Source: an optimization exercise on an open RTL-to-GDS flow (aim: small area, a short achievable clock period and few clock cycles). Production flows keep margins and buffers that such runs may drop.
No functional check of the RTL was part of any run shown here.
Power is estimated from default activity; no workload was simulated.

File: flow/config.mk
export PLATFORM = sky130hd
export DESIGN_NAME = control
export DESIGN_NICKNAME = control
export VERILOG_FILES = /design/flow/design.v
export SDC_FILE = /design/flow/constraint.sdc
export NUM_CORES = 4
export LEC_CHECK = 0
export CAP_MARGIN = 20
export CORE_MARGIN = 2
export CORE_UTILIZATION = 40
export SLEW_MARGIN = 20
File: flow/constraint.sdc
create_clock -name core_clock -period 13.0 [get_ports {clk}]
set_input_delay 2.6000 -clock core_clock [delete_from_list [all_inputs] [get_ports {clk}]]
set_output_delay 2.6000 -clock core_clock [all_outputs]
set_load 0.01 [all_outputs]
File: flow/design.v
`timescale 1ns / 1ps
module control#(parameter m=3, w=220, h=220)(
    input rstn,clk,ready,
    input [(m*m)-1:0] kernel,
    output wire [15:0] img_addr,
    output wire img_rd,
    input [7:0] img_data,
    output wire res_valid,
    output wire [15:0] res_addr,
    output wire [7:0] out,
    output wire finish
    );
    localparam K     = 6;
    localparam L     = K + 2;                      
    localparam NFULL = (h - 2) / K;
    localparam REM   = (h - 2) % K;                
    localparam SKIP  = K - REM;                    
    localparam [15:0] ST_ROW   = w;
    localparam [15:0] ST_COL   = 16'd1 - w*(L-1);
    localparam [15:0] ST_STRIP = 16'd1 - 2*w;
    localparam [15:0] ST_LAST  = 16'd1 - 2*w - w*SKIP;
    localparam [15:0] A_PRELAST = w*((NFULL-1)*K + L - 1) + w - 1;
    localparam [15:0] RS_SAME  = -(3*w) - (w+1);           
    localparam [15:0] RS_PREV  = w*(L-3) - 1 - (w+1);      
    localparam [15:0] RS_STRIP = w*(L-3) - 1 - w*K + w - (w+1);        
    localparam [15:0] RS_LAST  = w*(L-3) - 1 - w*(K-SKIP) + w - (w+1);  
    reg        ready_r;
    reg        run;
    reg [15:0] ra;
    reg [2:0]  rc;           
    reg [7:0]  cc;           
    reg        c0;           
    reg        lsf;          
    reg        last_strip;
    wire start   = ready_r & ~run;
    wire rc_end  = (rc == L-1);
    wire cc_end  = (cc == w-1);
    wire prelast = (ra == A_PRELAST);
    assign img_rd   = run;
    assign img_addr = ra;
    always @(posedge clk) ready_r <= ready;
    always @(posedge clk) begin
        if (!rstn) run <= 1'b0;
        else if (start) run <= 1'b1;
        else if (rc_end & cc_end & last_strip) run <= 1'b0;
    end
    always @(posedge clk) begin
        if (start) begin
            ra <= 16'd0;
            rc <= 3'd0;
            cc <= 8'd0;
            c0 <= 1'b1;
            lsf <= 1'b0;
            last_strip <= 1'b0;
        end else begin
            rc <= rc + 3'd1;
            if (!rc_end) ra <= ra + ST_ROW;
            else if (!cc_end) ra <= ra + ST_COL;
            else if (prelast) ra <= ra + ST_LAST;
            else ra <= ra + ST_STRIP;
            if (rc_end) begin
                cc <= cc_end ? 8'd0 : cc + 8'd1;
                c0 <= cc_end;
                lsf <= cc_end & prelast;
            end
            if (rc_end & cc_end & prelast) last_strip <= 1'b1;
        end
    end
    reg [15:0] rs;
    wire same_col = rc[2] | (rc[1] & rc[0]);           
    always @(posedge clk) begin
        if (same_col) rs <= ra + RS_SAME;
        else if (!c0) rs <= ra + RS_PREV;
        else if (lsf) rs <= ra + RS_LAST;
        else rs <= ra + RS_STRIP;
    end
    assign res_addr = rs;
    wire rv = run & (cc >= 2) & (last_strip ? (rc >= 2 + SKIP) : (rc >= 2));
    wire rf = run & rc_end & cc_end & last_strip;
    reg [8:0] kr;
    always @(posedge clk) kr <= kernel;
    reg [7:0] sr [0:2*L];
    integer i;
    always @(posedge clk) begin
        sr[0] <= img_data;
        for (i = 1; i <= 2*L; i = i + 1) sr[i] <= sr[i-1];
    end
    wire [7:0] p2 = sr[0];
    wire [7:0] p1 = sr[L];
    wire [7:0] p0 = sr[2*L];
    wire [9:0] r0 = (p0 & {8{kr[0]}}) + (p1 & {8{kr[1]}}) + (p2 & {8{kr[2]}});
    wire [9:0] r1 = (p0 & {8{kr[3]}}) + (p1 & {8{kr[4]}}) + (p2 & {8{kr[5]}});
    wire [9:0] r2 = (p0 & {8{kr[6]}}) + (p1 & {8{kr[7]}}) + (p2 & {8{kr[8]}});
    reg [9:0]  a0;
    reg [10:0] a1;
    reg [11:0] ws;
    always @(posedge clk) begin
        a0 <= r0;
        a1 <= a0 + r1;
        ws <= a1 + r2;
    end
    wire [5:0] dh = ws[11:6];
    wire [6:0] hl = dh + ws[5:0];
    reg  [3:0] f;
    always @* begin
        case (hl)
            7'd0: f = 4'd0;
            7'd1: f = 4'd0;
            7'd2: f = 4'd0;
            7'd3: f = 4'd0;
            7'd4: f = 4'd0;
            7'd5: f = 4'd0;
            7'd6: f = 4'd0;
            7'd7: f = 4'd0;
            7'd8: f = 4'd0;
            7'd9: f = 4'd1;
            7'd10: f = 4'd1;
            7'd11: f = 4'd1;
            7'd12: f = 4'd1;
            7'd13: f = 4'd1;
            7'd14: f = 4'd1;
            7'd15: f = 4'd1;
            7'd16: f = 4'd1;
            7'd17: f = 4'd1;
            7'd18: f = 4'd2;
            7'd19: f = 4'd2;
            7'd20: f = 4'd2;
            7'd21: f = 4'd2;
            7'd22: f = 4'd2;
            7'd23: f = 4'd2;
            7'd24: f = 4'd2;
            7'd25: f = 4'd2;
            7'd26: f = 4'd2;
            7'd27: f = 4'd3;
            7'd28: f = 4'd3;
            7'd29: f = 4'd3;
            7'd30: f = 4'd3;
            7'd31: f = 4'd3;
            7'd32: f = 4'd3;
            7'd33: f = 4'd3;
            7'd34: f = 4'd3;
            7'd35: f = 4'd3;
            7'd36: f = 4'd4;
            7'd37: f = 4'd4;
            7'd38: f = 4'd4;
            7'd39: f = 4'd4;
            7'd40: f = 4'd4;
            7'd41: f = 4'd4;
            7'd42: f = 4'd4;
            7'd43: f = 4'd4;
            7'd44: f = 4'd4;
            7'd45: f = 4'd5;
            7'd46: f = 4'd5;
            7'd47: f = 4'd5;
            7'd48: f = 4'd5;
            7'd49: f = 4'd5;
            7'd50: f = 4'd5;
            7'd51: f = 4'd5;
            7'd52: f = 4'd5;
            7'd53: f = 4'd5;
            7'd54: f = 4'd6;
            7'd55: f = 4'd6;
            7'd56: f = 4'd6;
            7'd57: f = 4'd6;
            7'd58: f = 4'd6;
            7'd59: f = 4'd6;
            7'd60: f = 4'd6;
            7'd61: f = 4'd6;
            7'd62: f = 4'd6;
            7'd63: f = 4'd7;
            7'd64: f = 4'd7;
            7'd65: f = 4'd7;
            7'd66: f = 4'd7;
            7'd67: f = 4'd7;
            7'd68: f = 4'd7;
            7'd69: f = 4'd7;
            7'd70: f = 4'd7;
            7'd71: f = 4'd7;
            7'd72: f = 4'd8;
            7'd73: f = 4'd8;
            7'd74: f = 4'd8;
            7'd75: f = 4'd8;
            7'd76: f = 4'd8;
            7'd77: f = 4'd8;
            7'd78: f = 4'd8;
            7'd79: f = 4'd8;
            7'd80: f = 4'd8;
            7'd81: f = 4'd9;
            7'd82: f = 4'd9;
            7'd83: f = 4'd9;
            7'd84: f = 4'd9;
            7'd85: f = 4'd9;
            7'd86: f = 4'd9;
            7'd87: f = 4'd9;
            7'd88: f = 4'd9;
            7'd89: f = 4'd9;
            7'd90: f = 4'd10;
            7'd91: f = 4'd10;
            7'd92: f = 4'd10;
            7'd93: f = 4'd10;
            7'd94: f = 4'd10;
            7'd95: f = 4'd10;
            7'd96: f = 4'd10;
            7'd97: f = 4'd10;
            7'd98: f = 4'd10;
            7'd99: f = 4'd11;
            7'd100: f = 4'd11;
            7'd101: f = 4'd11;
            7'd102: f = 4'd11;
            7'd103: f = 4'd11;
            7'd104: f = 4'd11;
            7'd105: f = 4'd11;
            7'd106: f = 4'd11;
            7'd107: f = 4'd11;
            7'd108: f = 4'd12;
            7'd109: f = 4'd12;
            7'd110: f = 4'd12;
            7'd111: f = 4'd12;
            7'd112: f = 4'd12;
            7'd113: f = 4'd12;
            7'd114: f = 4'd12;
            7'd115: f = 4'd12;
            7'd116: f = 4'd12;
            7'd117: f = 4'd13;
            7'd118: f = 4'd13;
            7'd119: f = 4'd13;
            7'd120: f = 4'd13;
            7'd121: f = 4'd13;
            7'd122: f = 4'd13;
            7'd123: f = 4'd13;
            7'd124: f = 4'd13;
            7'd125: f = 4'd13;
            7'd126: f = 4'd14;
            7'd127: f = 4'd14;
            default: f = 4'd0;
        endcase
    end
    reg [7:0] q_r;
    always @(posedge clk) q_r <= {dh, 3'b0} - dh + f;
    assign out = q_r;
    localparam D = 4;
    reg [D-1:0] vp;
    reg [D-1:0] fp;
    always @(posedge clk) begin
        if (!rstn) begin vp <= 0; fp <= 0; end
        else begin vp <= {vp[D-2:0], rv}; fp <= {fp[D-2:0], rf}; end
    end
    assign res_valid = vp[D-1];
    assign finish = fp[D-1];
endmodule
File: flow/run.sh
#!/bin/bash
# synth_recipe.tcl (not shown) runs the flow's synth.tcl, then flattens the netlist and writes it again
# the make line also repeats each setting of config.mk as NAME=value (left out here)
make -C /OpenROAD-flow-scripts/flow DESIGN_CONFIG=/design/flow/config.mk WORK_HOME=/design/flow/orfs CLKGATE_MAP_FILE= SYNTH_SCRIPT=/design/flow/synth_recipe.tcl finish
==> results of run 1 <==
[kinds of logic after synthesis]
group           after synthesis
compound gates              164
flops                       242
buf+inv                     101
mux                           5
xor+xnor                     77
fa+ha+maj                   119
simple gates                267
[cell usage after synthesis (5+ instances only)]
master    instances
dfxtp_1         242
nand2_1          85
inv_1            81
ha_1             74
a21oi_1          64
nor2_1           56
fa_1             45
xnor2_1          44
and2_1           39
xor2_1           31
o21ai_0          30
nand3_1          13
nor3_1           13
a21o_1           10
nand2b_1         10
o21bai_1         10
clkbuf_1          9
nor2b_1           8
nor4_1            7
a21oi_2           6
buf_2             6
a31oi_1           5
mux2i_1           5
[per-layer routing]
layer / share of wire (%) / global-route usage (%)
met1: 50 / 19.6
met4: 1.7 / 3.75
met3: 4.9 / 2.68
met2: 44 / 22.1
met5: 0 / 0
[flip-flops by register name (all words and copies together), names as in the netlist, 4 cells and up]
register,cells
q_r,8
vp,4
cc,8
a0,10
a1,11
sr,136
rs,16
ws,12
kr,9
ra,16
fp,4
[report_power, final]
group | switching (W) | internal [W] | leakage (nW) | total (W)
Clock | 0.000293 | 0.000483 | 0.446 | 0.000776
Sequential | 0.000103 | 0.000888 | 2.03 | 0.000991
Combinational | 0.000803 | 0.000728 | 2.82 | 0.00153
Total | 0.00120 | 0.00210 | 5.30 | 0.00330
[through the flow]
stage / cells / cell area [µm²] / total power (W)
global placement: 1350 / 11200 / 0.00252
floorplan: 975 / 10300 / 0.00218
CTS: 1393 / 12200 / 0.00334
finish: 1393 / 12200 / 0.00330
global route: 1393 / 12200 / 0.00358
detailed placement: 1350 / 11200 / 0.00255
[final cells by class]
class                           count  area (µm²)  share of cell area [%]
Clock buffer                       29         692                    5.69
Timing Repair Buffer               64         636                    5.23
Tap cell                          330         413                    3.40
Multi-Input combinational cell    632        5030                    41.4
Sequential cell                   242        4840                    39.9
Clock inverter                     14         229                    1.88
Inverter                           82         308                    2.53
[worst max path at each step]
stage                     startpoint      endpoint  slack (ns)
after floorplan                ws[6]        q_r[7]        9.42
after global placement         ra[2]   img_addr[2]        9.15
after detailed placement       ws[6]        q_r[7]        9.07
after CTS                     ra[10]  img_addr[10]        8.56
after global routing           ra[2]   img_addr[2]        8.51
final                         ra[10]  img_addr[10]        8.59
[cell usage in the layout, fill, tap and decap left out, types with 4 or more instances in the layout]
master	instances
inv_1	81
ha_1	73
a31oi_1	5
and2_1	39
xor2_1	31
a21oi_2	6
nand2b_1	10
fa_1	45
nand2_1	85
nor4_1	7
dfxtp_1	242
o21bai_1	10
nor2_1	56
clkdlybuf4s50_1	62
a21o_1	10
o21ai_0	30
xnor2_1	44
nor3_1	13
nand4_1	4
a211oi_1	4
clkbuf_16	26
nand3_1	13
nor2b_1	8
a21oi_1	64
nand3b_1	4
bufinv_16	5
mux2i_1	5
==> summary.txt, run 1 <==
Outcome
  – Status: timing/DRC/antenna clean

Setup path
  – Required @ worst endpoint: 10.40 ns
  – Crit path kind: reg2out
  – Crit-path slowest cell: dfxtp_1
  – Worst EP arrival: 1.81 ns
  – Crit-path max FO: 11
  – Startpoint types: register
  – Worst Path Buf+Inv: 1
  – CP Cell Sequence: clkdlybuf4s50_1
  – Crit-path max cell delay: 0.64 ns
  – RR Endpoint: q_r[7]
  – R2r setup slk: 9.05 ns
  – FF-to-FF path depth: 20
  – Cell family contributing the most delay on the critical path: flip-flops
  – Critical path endpoint category: output pin
  – CP Depth: 1
  – Reg-to-reg startpoint: ws[6]

Placement
  – Post-place setup slack: 9.07 ns
  – Number of port buffers: 62
  – DPL Wire Length: 13800 µm
  – Gpl congestion: 0.812

Worst hold path
  – Hold path endpoint: sr[14][2]
  – Hold Startpoint: sr[13][2]
  – Worst hold path class: reg2reg
  – Hold depth: 0

STA
  – Slew @ Worst Pin: 0.634 ns
  – F_max: 227 MHz
  – Sum Neg Setup Slack: 0 ns
  – Post-layout min period: 4.41 ns
  – Final Max Slew Viols: 0
  – Worst hold slack: 0.316 ns
  – Setup-failing EPs final: 0
  – Final worst setup slack: 8.59 ns
  – Final Hold Viols: 0
  – Final Skew: 0.0154 ns
  – Period utilization: 33.9%
  – Slew Limit Headroom: 57.4%
  – RSZ-0062 raised after global routing: no

Detailed routing
  – Drt drc: 0
  – Routed len/inst: 13.1 µm
  – DRT Pass-1 Iters: 4
  – Total wire length: 18300 µm
  – ANT nets after route: 0
  – Initial DRC Count: 267
  – Via count: 6635
  – Via/cell ratio: 4.76

Cells and area
  – Nets: 1187
  – Area growth, synth to finish: 18.2%
  – Layout cells sized above 1: 7.43%
  – Fill count: 2329
  – Antenna Cells: 0
  – Fin util: 48.3%

Clock tree
  – Post-CTS Resized: 0
  – H-tree depth: 1
  – CTS tree: yes
  – Clk sinks: 242
  – Worst-case clock buffer depth: 3
  – Setup bufs post-CTS: 0
  – Latest clock arrival within the worst-skew pair: 0.53 ns
  – Hold-fix buffers, CTS: 0
  – Clock transition at path regs: 0.06 ns
  – CTS root buffer: clkbuf_16
  – CTS buffer count: 26

Synth
  – Proportion of synthesized chip area in sequential cells: 47.1%
  – Simple-Gate Fraction of Synth Area: 13.6%
  – Synthesis warning total: 2
  – Synth area leaders: dfxtp_1 47%, ha_1 9.0%, fa_1 8.8%
  – Post-synthesis xor/xnor area fraction: 6.71%
  – Synthesized area: 10300 µm²
  – Synth unique cells: 75
  – Largest family of logic cells by synthesized area: adder cells
  – Synth area leader: dfxtp_1
  – Synth Area in Adders: 17.8%
  – Post-synthesis mux area share: 0.487%
  – Asr flop ratio synth: 0%
  – Syn Nets: 1114
  – Number of synthesized flops with an enable pin: 0
  – Compound-Gate Fraction of Synth Area: 10.4%
  – Yosys reg bits: 242
  – Syn Area/Cell: 10.5 µm²
  – Share of the synthesized area in the top cell type: 47.1%
  – Post-synth top flop: dfxtp_1
  – Post-Synthesis Cells: 975

Global routing
  – Vias in the first global route: 6309
  – Initial antenna violation count: 0
  – Gr usage total: 14.0%
  – GRT overflow: 0
  – Largest net degree at the start of global routing: 32
  – First-pass GRT wire length: 30600 µm

Die
  – Initial core utilization: 40.8%
  – Die area: 27000 µm²
  – Die H: 164 µm
  – I/O pin total: 63
  – Die Span X: 164 µm
  – Row Count: 58
  – Core box area: 25200 µm²

Power
  – Leakage: 5.30 nW
  – Peak supply drop: 0.000200 V
  – Power Density: 271 nW/µm²

Run
  – Number of max-cap violations: 0
==> run 2: changes to the inputs <==
--- a/flow/config.mk
+++ b/flow/config.mk
@@ -9,3 +9,6 @@
 export CORE_MARGIN = 2
 export CORE_UTILIZATION = 40
+export CTS_BUF_LIST = sky130_fd_sc_hd__clkbuf_8
+export CTS_CLUSTER_DIAMETER = 50
+export CTS_CLUSTER_SIZE = 25
 export SLEW_MARGIN = 20
==> summary.txt, run 2 <==
Clock tree
  – Clock transition at path regs: 0.12 ns (+0.06 ns)
  – Post-CTS Resized: 0 (unchanged)
  – CTS buffer count: 27 (+3.8%)
  – Clk sinks: 242 (unchanged)
  – Latest clock arrival within the worst-skew pair: 0.58 ns (+0.05 ns)
  – CTS tree: yes
  – H-tree depth: 1 (unchanged)
  – CTS root buffer: clkbuf_8
  – Worst-case clock buffer depth: 3 (unchanged)
  – Setup bufs post-CTS: 0 (unchanged)
  – Hold-fix buffers, CTS: 0 (unchanged)

Die
  – Die area: 27000 µm² (unchanged)
  – I/O pin total: 63 (unchanged)
  – Die Span X: 164 µm (unchanged)
  – Die H: 164 µm (unchanged)
  – Initial core utilization: 40.8% (unchanged)
  – Row Count: 58 (unchanged)
  – Core box area: 25200 µm² (unchanged)

Placement
  – DPL Wire Length: 13800 µm (unchanged)
  – Number of port buffers: 62 (unchanged)
  – Gpl congestion: 0.812 (unchanged)

Synth
  – Largest family of logic cells by synthesized area: adder cells
  – Syn Nets: 1114 (unchanged)
  – Post-synthesis mux area share: 0.487% (unchanged)
  – Post-Synthesis Cells: 975 (unchanged)
  – Synth area leaders: dfxtp_1 47%, ha_1 9.0%, fa_1 8.8%
  – Simple-Gate Fraction of Synth Area: 13.6% (unchanged)
  – Number of synthesized flops with an enable pin: 0 (unchanged)
  – Synth unique cells: 75 (unchanged)
  – Synthesized area: 10300 µm² (unchanged)
  – Asr flop ratio synth: 0% (unchanged)
  – Syn Area/Cell: 10.5 µm² (unchanged)
  – Synthesis warning total: 2 (unchanged)
  – Synth Area in Adders: 17.8% (unchanged)
  – Top-count cell post-synth: dfxtp_1
  – Yosys reg bits: 242 (unchanged)
  – Share of the synthesized area in the top cell type: 47.1% (unchanged)
  – Post-synth top flop: dfxtp_1
  – Post-synth top cells: 242 x dfxtp_1, 85 x nand2_1, 81 x inv_1
  – Compound-Gate Fraction of Synth Area: 10.4% (unchanged)
  – Post-synthesis xor/xnor area fraction: 6.71% (unchanged)
  – Proportion of synthesized chip area in sequential cells: 47.1% (unchanged)
  – Synth area leader: dfxtp_1

Setup path
  – Worst EP arrival: 1.81 ns (about the same)
  – Crit-path slowest cell: clkdlybuf4s50_1
  – Crit-path max cell delay: 0.64 ns (about the same)
  – Worst Path Buf+Inv: 1 (unchanged)
  – RR Endpoint: q_r[7]
  – R2r setup slk: 9.03 ns (-0.02 ns)
  – Critical path endpoint category: output pin
  – Cell family contributing the most delay on the critical path: buffers and inverters
  – CP Cell Sequence: clkdlybuf4s50_1
  – Reg-to-reg startpoint: ws[6]
  – Required @ worst endpoint: 10.40 ns (about the same)
  – Crit-path max FO: 11 (unchanged)
  – Startpoint types: register
  – FF-to-FF path depth: 20 (unchanged)
  – Crit path kind: reg2out

Detailed routing
  – Drt drc: 0 (unchanged)
  – Top sig layer: met4
  – Via/cell ratio: 4.69 (-1.4%)
  – Routed len/inst: 13.0 µm (-0.79%)
  – Initial DRC Count: 240 (-10%)
  – DRT Pass-1 Iters: 5 (+1)
  – Met2 Wirelength: 7910 µm (-1.0%)
  – ANT nets after route: 0 (unchanged)
  – Met3 wire len: 845 µm (-5.3%)
  – Metal-1 WL: 9150 µm (+0.72%)
  – Via count: 6568 (-1.0%)
  – Total wire length: 18200 µm (-0.36%)

STA
  – RSZ-0062 raised after global routing: no
  – Setup-failing EPs final: 0 (unchanged)
  – Slew @ Worst Pin: 0.631 ns (-0.00299 ns)
  – Period utilization: 33.9% (about the same)
  – Sum Neg Setup Slack: 0 ns (unchanged)
  – Final Max Slew Viols: 0 (unchanged)
  – Slew Limit Headroom: 57.6% (+0.20 points)
  – Final Hold Viols: 0 (unchanged)
  – Final Skew: 0.0488 ns (+0.0334 ns)
  – Post-layout min period: 4.41 ns (-0.00435 ns)
  – F_max: 227 MHz (about the same)

Global routing
  – GRT overflow: 0 (unchanged)
  – Initial antenna violation count: 0 (unchanged)
  – Largest net degree at the start of global routing: 32 (unchanged)
  – Vias in the first global route: 6289 (-0.32%)
  – Gr usage total: 13.9% (-0.066 points)
  – First-pass GRT wire length: 30600 µm (about the same)

Power
  – Leakage: 5.20 nW (-1.8%)
  – Peak supply drop: 0.000201 V (+0.86%)
  – Pwr Total: 0.00312 W (-5.4%)
  – Power Density: 262 nW/µm² (-3.5%)

Cells and area
  – Biggest regs: sr x136, ra x16, rs x16
  – Layout cells sized above 1: 7.76% (+0.33 points)
  – Largest Register: sr
  – Area growth, synth to finish: 16.0%
  – Antenna Cells: 0 (unchanged)
  – Largest register FFs: 136 (unchanged)
  – Nets: 1188 (+0.084%)
  – Most frequent cells in the layout: 242 x dfxtp_1, 85 x nand2_1, 83 x inv_1, 73 x ha_1, 64 x a21oi_1
  – Most common cell after layout, fill and taps aside: dfxtp_1

Worst hold path
  – Hold Startpoint: sr[13][5]
  – Hold path endpoint: sr[14][5]
  – Worst hold path class: reg2reg
  – Hold depth: 0 (unchanged)

Outcome
  – Status: timing/DRC/antenna clean

Run
  – Number of max-cap violations: 0 (unchanged)
run 2: cell counts after synthesis:
Identical to the previous run, type by type.
run 2: kinds of logic (layout without fill, tap and decap cells):
logic type               Yosys count  in the layout
AO/OA/AOI/OAI                    164            164
XOR/XNOR                          77             77
buffers and inverters            101            195
multiplexers                       5              5
flip-flops                       242            242
adder cells (fa/ha/maj)          119            119
AND/OR/NAND/NOR                  267            267
run 2: through the flow:
stage | util (%) | worst slack (ns) | instance area, µm² | hold WS, ns | cells
after floorplan | - | 9.42 | 10300 | 0.310 | 975
after global routing | 47.3 | 8.47 | 11900 | 0.309 | 1399
after detailed placement | 44.6 | 9.07 | 11200 | 0.312 | 1350
after global placement | 44.6 | 9.15 | 11200 | 0.310 | 1350
after CTS | 47.3 | 8.53 | 11900 | 0.308 | 1399
final | 47.3 | 8.59 | 11900 | 0.300 | 1399
run 2: power by group:
group          internal (W)  switching [W]  total (W)
registers          0.000887       0.000102   0.000989
clock network      0.000260       0.000338   0.000598
logic              0.000728       0.000805    0.00153
total               0.00187        0.00125    0.00312
run 2: how the worst max path moves through the flow:
| stage | endpoint | slack, ns | startpoint | cells after the start |
|---|---|---|---|---|
| floorplan | q_r[7] | 9.42 | ws[6] | 20 |
| global placement | img_addr[2] | 9.15 | ra[2] | 1 |
| detailed placement | q_r[7] | 9.07 | ws[6] | 20 |
| CTS | img_addr[2] | 8.53 | ra[2] | 1 |
| global route | img_addr[2] | 8.47 | ra[2] | 1 |
| finish | img_addr[10] | 8.59 | ra[10] | 1 |
run 2: per-layer routing:
layer,global-route usage (%),vias up
li1,-,3382
met2,21.9,120
met4,3.75,0
met5,0,-
met1,19.6,3041
met3,2.53,25
run 2: worst reg2reg max path, stage by stage, from the launching register on:
cell and delay, ns:
dfxtp_1 0.37, ha_1 0.23, fa_1 0.44, xnor2_2 0.38
nor4_1 0.10, o21a_1 0.13, nor3_2 0.32, a211o_1 0.19
a21oi_1 0.07, a31o_1 0.20, ha_1 0.17, inv_1 0.06
ha_1 0.15, inv_1 0.05, fa_1 0.40, inv_1 0.07
a21o_1 0.10, a21oi_1 0.09, o21bai_1 0.13, a21oi_1 0.09
xnor2_1 0.13
run 2: area by class of cell:
class	count	area, µm²
sequential	242	4840
clock buffer	27	372
multi-input combinational	632	5030
fill	2357	13300
inverter	82	308
tap	330	413
timing repair buffer	64	636
clock inverter	22	317
==> run 3: changes to the inputs <==
--- a/flow/config.mk
+++ b/flow/config.mk
@@ -9,6 +9,5 @@
 export CORE_MARGIN = 2
 export CORE_UTILIZATION = 40
-export CTS_BUF_LIST = sky130_fd_sc_hd__clkbuf_8
-export CTS_CLUSTER_DIAMETER = 50
-export CTS_CLUSTER_SIZE = 25
+export CTS_BUF_LIST = sky130_fd_sc_hd__clkbuf_4 sky130_fd_sc_hd__clkbuf_8 sky130_fd_sc_hd__clkbuf_16
+export CTS_CLUSTER_SIZE = 20
 export SLEW_MARGIN = 20
==> summary.txt, run 3 <==
Die
  – Die H: 164 µm (unchanged)
  – Core box area: 25200 µm² (unchanged)
  – Die Span X: 164 µm (unchanged)
  – Row Count: 58 (unchanged)
  – Initial core utilization: 40.8% (unchanged)
  – Die area: 27000 µm² (unchanged)
  – I/O pin total: 63 (unchanged)

Clock tree
  – Latest clock arrival within the worst-skew pair: 0.53 ns (-0.05 ns)
  – Clk sinks: 242 (unchanged)
  – CTS tree: yes
  – Worst-case clock buffer depth: 3 (unchanged)
  – Hold-fix buffers, CTS: 0 (unchanged)
  – Post-CTS Resized: 0 (unchanged)
  – CTS root buffer: clkbuf_16
  – H-tree depth: 1 (unchanged)
  – Setup bufs post-CTS: 0 (unchanged)
  – Clock transition at path regs: 0.06 ns (-0.06 ns)
  – CTS buffer count: 26 (-3.7%)

Cells and area
  – Biggest regs: sr x136, ra x16, rs x16
  – Area growth, synth to finish: 18.2%
  – Most common cell after layout, fill and taps aside: dfxtp_1
  – Final instance area: 12200 µm² (+2.0%)
  – Most frequent cells in the layout: 242 x dfxtp_1, 85 x nand2_1, 81 x inv_1, 73 x ha_1, 64 x a21oi_1
  – Final cell count without fillers: 1393 (-0.43%)
  – Largest register FFs: 136 (unchanged)
  – Antenna Cells: 0 (unchanged)
  – Nets: 1187 (-0.084%)
  – Largest Register: sr
  – Layout cells sized above 1: 7.43% (-0.33 points)
  – Fill count: 2329 (-1.2%)

Detailed routing
  – Initial DRC Count: 267 (+11%)
  – ANT nets after route: 0 (unchanged)
  – Via/cell ratio: 4.76 (+1.5%)
  – DRT Pass-1 Iters: 4 (-1)
  – Total wire length: 18300 µm (+0.36%)
  – Via count: 6635 (+1.0%)
  – Drt drc: 0 (unchanged)
  – Routed len/inst: 13.1 µm (+0.79%)

Global routing
  – Initial antenna violation count: 0 (unchanged)
  – GRT overflow: 0 (unchanged)
  – Largest net degree at the start of global routing: 32 (unchanged)
  – First-pass GRT wire length: 30600 µm (about the same)
  – Vias in the first global route: 6309 (+0.32%)
  – Gr usage total: 14.0% (+0.066 points)

Setup path
  – RR Endpoint: q_r[7]
  – R2r setup slk: 9.05 ns (+0.02 ns)
  – Cell family contributing the most delay on the critical path: flip-flops
  – Crit-path max FO: 11 (unchanged)
  – Startpoint types: register
  – CP Cell Sequence: clkdlybuf4s50_1
  – Worst Path Buf+Inv: 1 (unchanged)
  – CP Depth: 1 (unchanged)
  – Crit-path slowest cell: dfxtp_1
  – Reg-to-reg startpoint: ws[6]
  – Required @ worst endpoint: 10.40 ns (about the same)
  – Worst EP arrival: 1.81 ns (about the same)
  – Crit-path max cell delay: 0.64 ns (about the same)
  – Critical path endpoint category: output pin
  – FF-to-FF path depth: 20 (unchanged)
  – Crit path kind: reg2out

Power
  – Net Sw Frac: 36.3% (-3.6 points)
  – Peak supply drop: 0.000200 V (-0.85%)
  – Logic pwr share: 46.4% (-2.7 points)
  – Seq pwr share: 30.0% (-1.7 points)
  – Leakage: 5.30 nW (+1.8%)
  – Pint: 0.00210 W (+12%)
  – Clock share of power: 23.5% (+4.3 points)
  – Power Density: 271 nW/µm² (+3.6%)
  – Pwr Total: 0.00330 W (+5.7%)
  – Switching pwr: 0.00120 W (-3.8%)

Synth
  – Proportion of synthesized chip area in sequential cells: 47.1% (unchanged)
  – Synth area leaders: dfxtp_1 47%, ha_1 9.0%, fa_1 8.8%
  – Asr flop ratio synth: 0% (unchanged)
  – Number of synthesized flops with an enable pin: 0 (unchanged)
  – Top-count cell post-synth: dfxtp_1
  – Syn Area/Cell: 10.5 µm² (unchanged)
  – Post-synth top cells: 242 x dfxtp_1, 85 x nand2_1, 81 x inv_1
  – Syn Nets: 1114 (unchanged)
  – Share of the synthesized area in the top cell type: 47.1% (unchanged)
  – Post-Synthesis Cells: 975 (unchanged)
  – Post-synth top flop: dfxtp_1
  – Yosys reg bits: 242 (unchanged)
  – Synthesis warning total: 2 (unchanged)
  – Synth unique cells: 75 (unchanged)
  – Synth area leader: dfxtp_1
  – Synthesized area: 10300 µm² (unchanged)

STA
  – Sum Neg Setup Slack: 0 ns (unchanged)
  – Setup-failing EPs final: 0 (unchanged)
  – F_max: 227 MHz (about the same)
  – Final Max Slew Viols: 0 (unchanged)
  – Final Skew: 0.0154 ns (-0.0334 ns)
  – Slew @ Worst Pin: 0.634 ns (+0.00299 ns)
  – Period utilization: 33.9% (about the same)
  – RSZ-0062 raised after global routing: no
  – Final worst setup slack: 8.59 ns (-0.00435 ns)
  – Post-layout min period: 4.41 ns (+0.00435 ns)
  – Final Hold Viols: 0 (unchanged)
  – Slew Limit Headroom: 57.4% (-0.20 points)

Placement
  – Area after DPL: 11200 µm² (unchanged)
  – Gpl congestion: 0.812 (unchanged)
  – # placed instances: 1350 (unchanged)
  – Number of port buffers: 62 (unchanged)
  – Post-place setup slack: 9.07 ns (unchanged)
  – DPL Wire Length: 13800 µm (unchanged)

Run
  – Number of max-cap violations: 0 (unchanged)

Worst hold path
  – Hold path endpoint: sr[14][2]
  – Hold depth: 0 (unchanged)
  – Worst hold path class: reg2reg
  – Hold Startpoint: sr[13][2]

Outcome
  – Status: timing/DRC/antenna clean
==> run 3: worst max-delay path by stage <==
stage | startpoint | to
finish | ra[10] | img_addr[10]
global route | ra[2] | img_addr[2]
CTS | ra[10] | img_addr[10]
detailed placement | ws[6] | q_r[7]
global placement | ra[2] | img_addr[2]
floorplan | ws[6] | q_r[7]
==> run 3: cell type report <==
class	instances	area, µm²	area share [%]
clock buffer	29	692	5.69
clock inverter	14	229	1.88
inverter	82	308	2.53
multi-input combinational	632	5030	41.4
sequential	242	4840	39.9
tap	330	413	3.40
timing repair buffer	64	636	5.23
==> run 3: cell families (layout without fill, tap and decap cells) <==
logic type                 count (synthesis)  in the layout  synth area share, %
muxes                                      5              5                0.487
DFF                                      242            242                 47.1
AOI/OAI and AO/OA                        164            164                 10.4
buffers and inverters                    101            189                 3.94
and+or+nand+nor                          267            267                 13.6
adders and majority gates                119            119                 17.8
xor gates and xnor gates                  77             77                 6.71
==> run 3: power by group through the flow <==
stage / Combinational, W / Clock, W / Sequential, W
after floorplan: 0.00119 / 0 / 0.000993
after global placement: 0.00152 / 0 / 0.00100
after detailed placement: 0.00154 / 0 / 0.00101
after CTS: 0.00155 / 0.000801 / 0.000993
after global routing: 0.00174 / 0.000835 / 0.00101
final: 0.00153 / 0.000776 / 0.000991
==> run 3: per-stage QoR <==
stage	utilization (%)	hold slack (ns)
6_report	48.3	0.316
5_1_grt	48.3	0.324
4_1_cts	48.3	0.316
3_5_place_dp	44.6	0.312
3_3_place_gp	44.6	0.310
2_1_floorplan	-	0.310
==> run 3: worst register-to-register path: stages, from the launching register on <==
cell and delay, ns:
dfxtp_1 0.35, ha_1 0.23, fa_1 0.44, xnor2_2 0.38, nor4_1 0.10, o21a_1 0.13, nor3_2 0.32, a211o_1 0.19
a21oi_1 0.07, a31o_1 0.20, ha_1 0.17, inv_1 0.06, ha_1 0.15, inv_1 0.05, fa_1 0.40, inv_1 0.07
a21o_1 0.10, a21oi_1 0.09, o21bai_1 0.13, a21oi_1 0.09, xnor2_1 0.13
==> run 3: layer usage <==
metal | up-vias | GRT usage, % | part of all wire, %
met5 | - | 0 | 0
met4 | 0 | 3.75 | 1.7
met3 | 28 | 2.68 | 4.9
met2 | 127 | 22.1 | 44
met1 | 3105 | 19.6 | 50
li1 | 3375 | - | -

-- re-timing with driven ports --
The flow's constraints put no driver on any port. The routed layouts listed below were extracted and timed again, unchanged, in two steps.
Step 1 (the two cells are an assumption about what drives the block):
set clk [get_ports {clk}]
set_driving_cell -lib_cell sky130_fd_sc_hd__clkbuf_16 $clk
set_driving_cell -lib_cell sky130_fd_sc_hd__buf_2 [delete_from_list [all_inputs] $clk]
Step 2 times the ports against the registers' clock, not the clock port: input delays grow and output delays shrink by t, the midpoint of the rising clock arrivals with the driver on.
a / b / c = no drivers / after step 1 / after step 2; a / b = the first two.
run | t, ns | setup WS [ns] | worst hold slack (ns) | worst setup path after step 2 | pins driven straight from the clock port
run 1 | 0.571 | 8.589 / 8.544 / 9.052 | 0.316 / 0.316 / 0.316 | register to register | 1
run 2 | 0.601 | 8.593 / 8.550 / 9.032 | 0.300 / 0.300 / 0.300 | register to register | 1
run 3 | 0.571 | 8.589 / 8.544 / 9.052 | 0.316 / 0.316 / 0.316 | register to register | 1
After both steps every run listed still meets setup and hold.
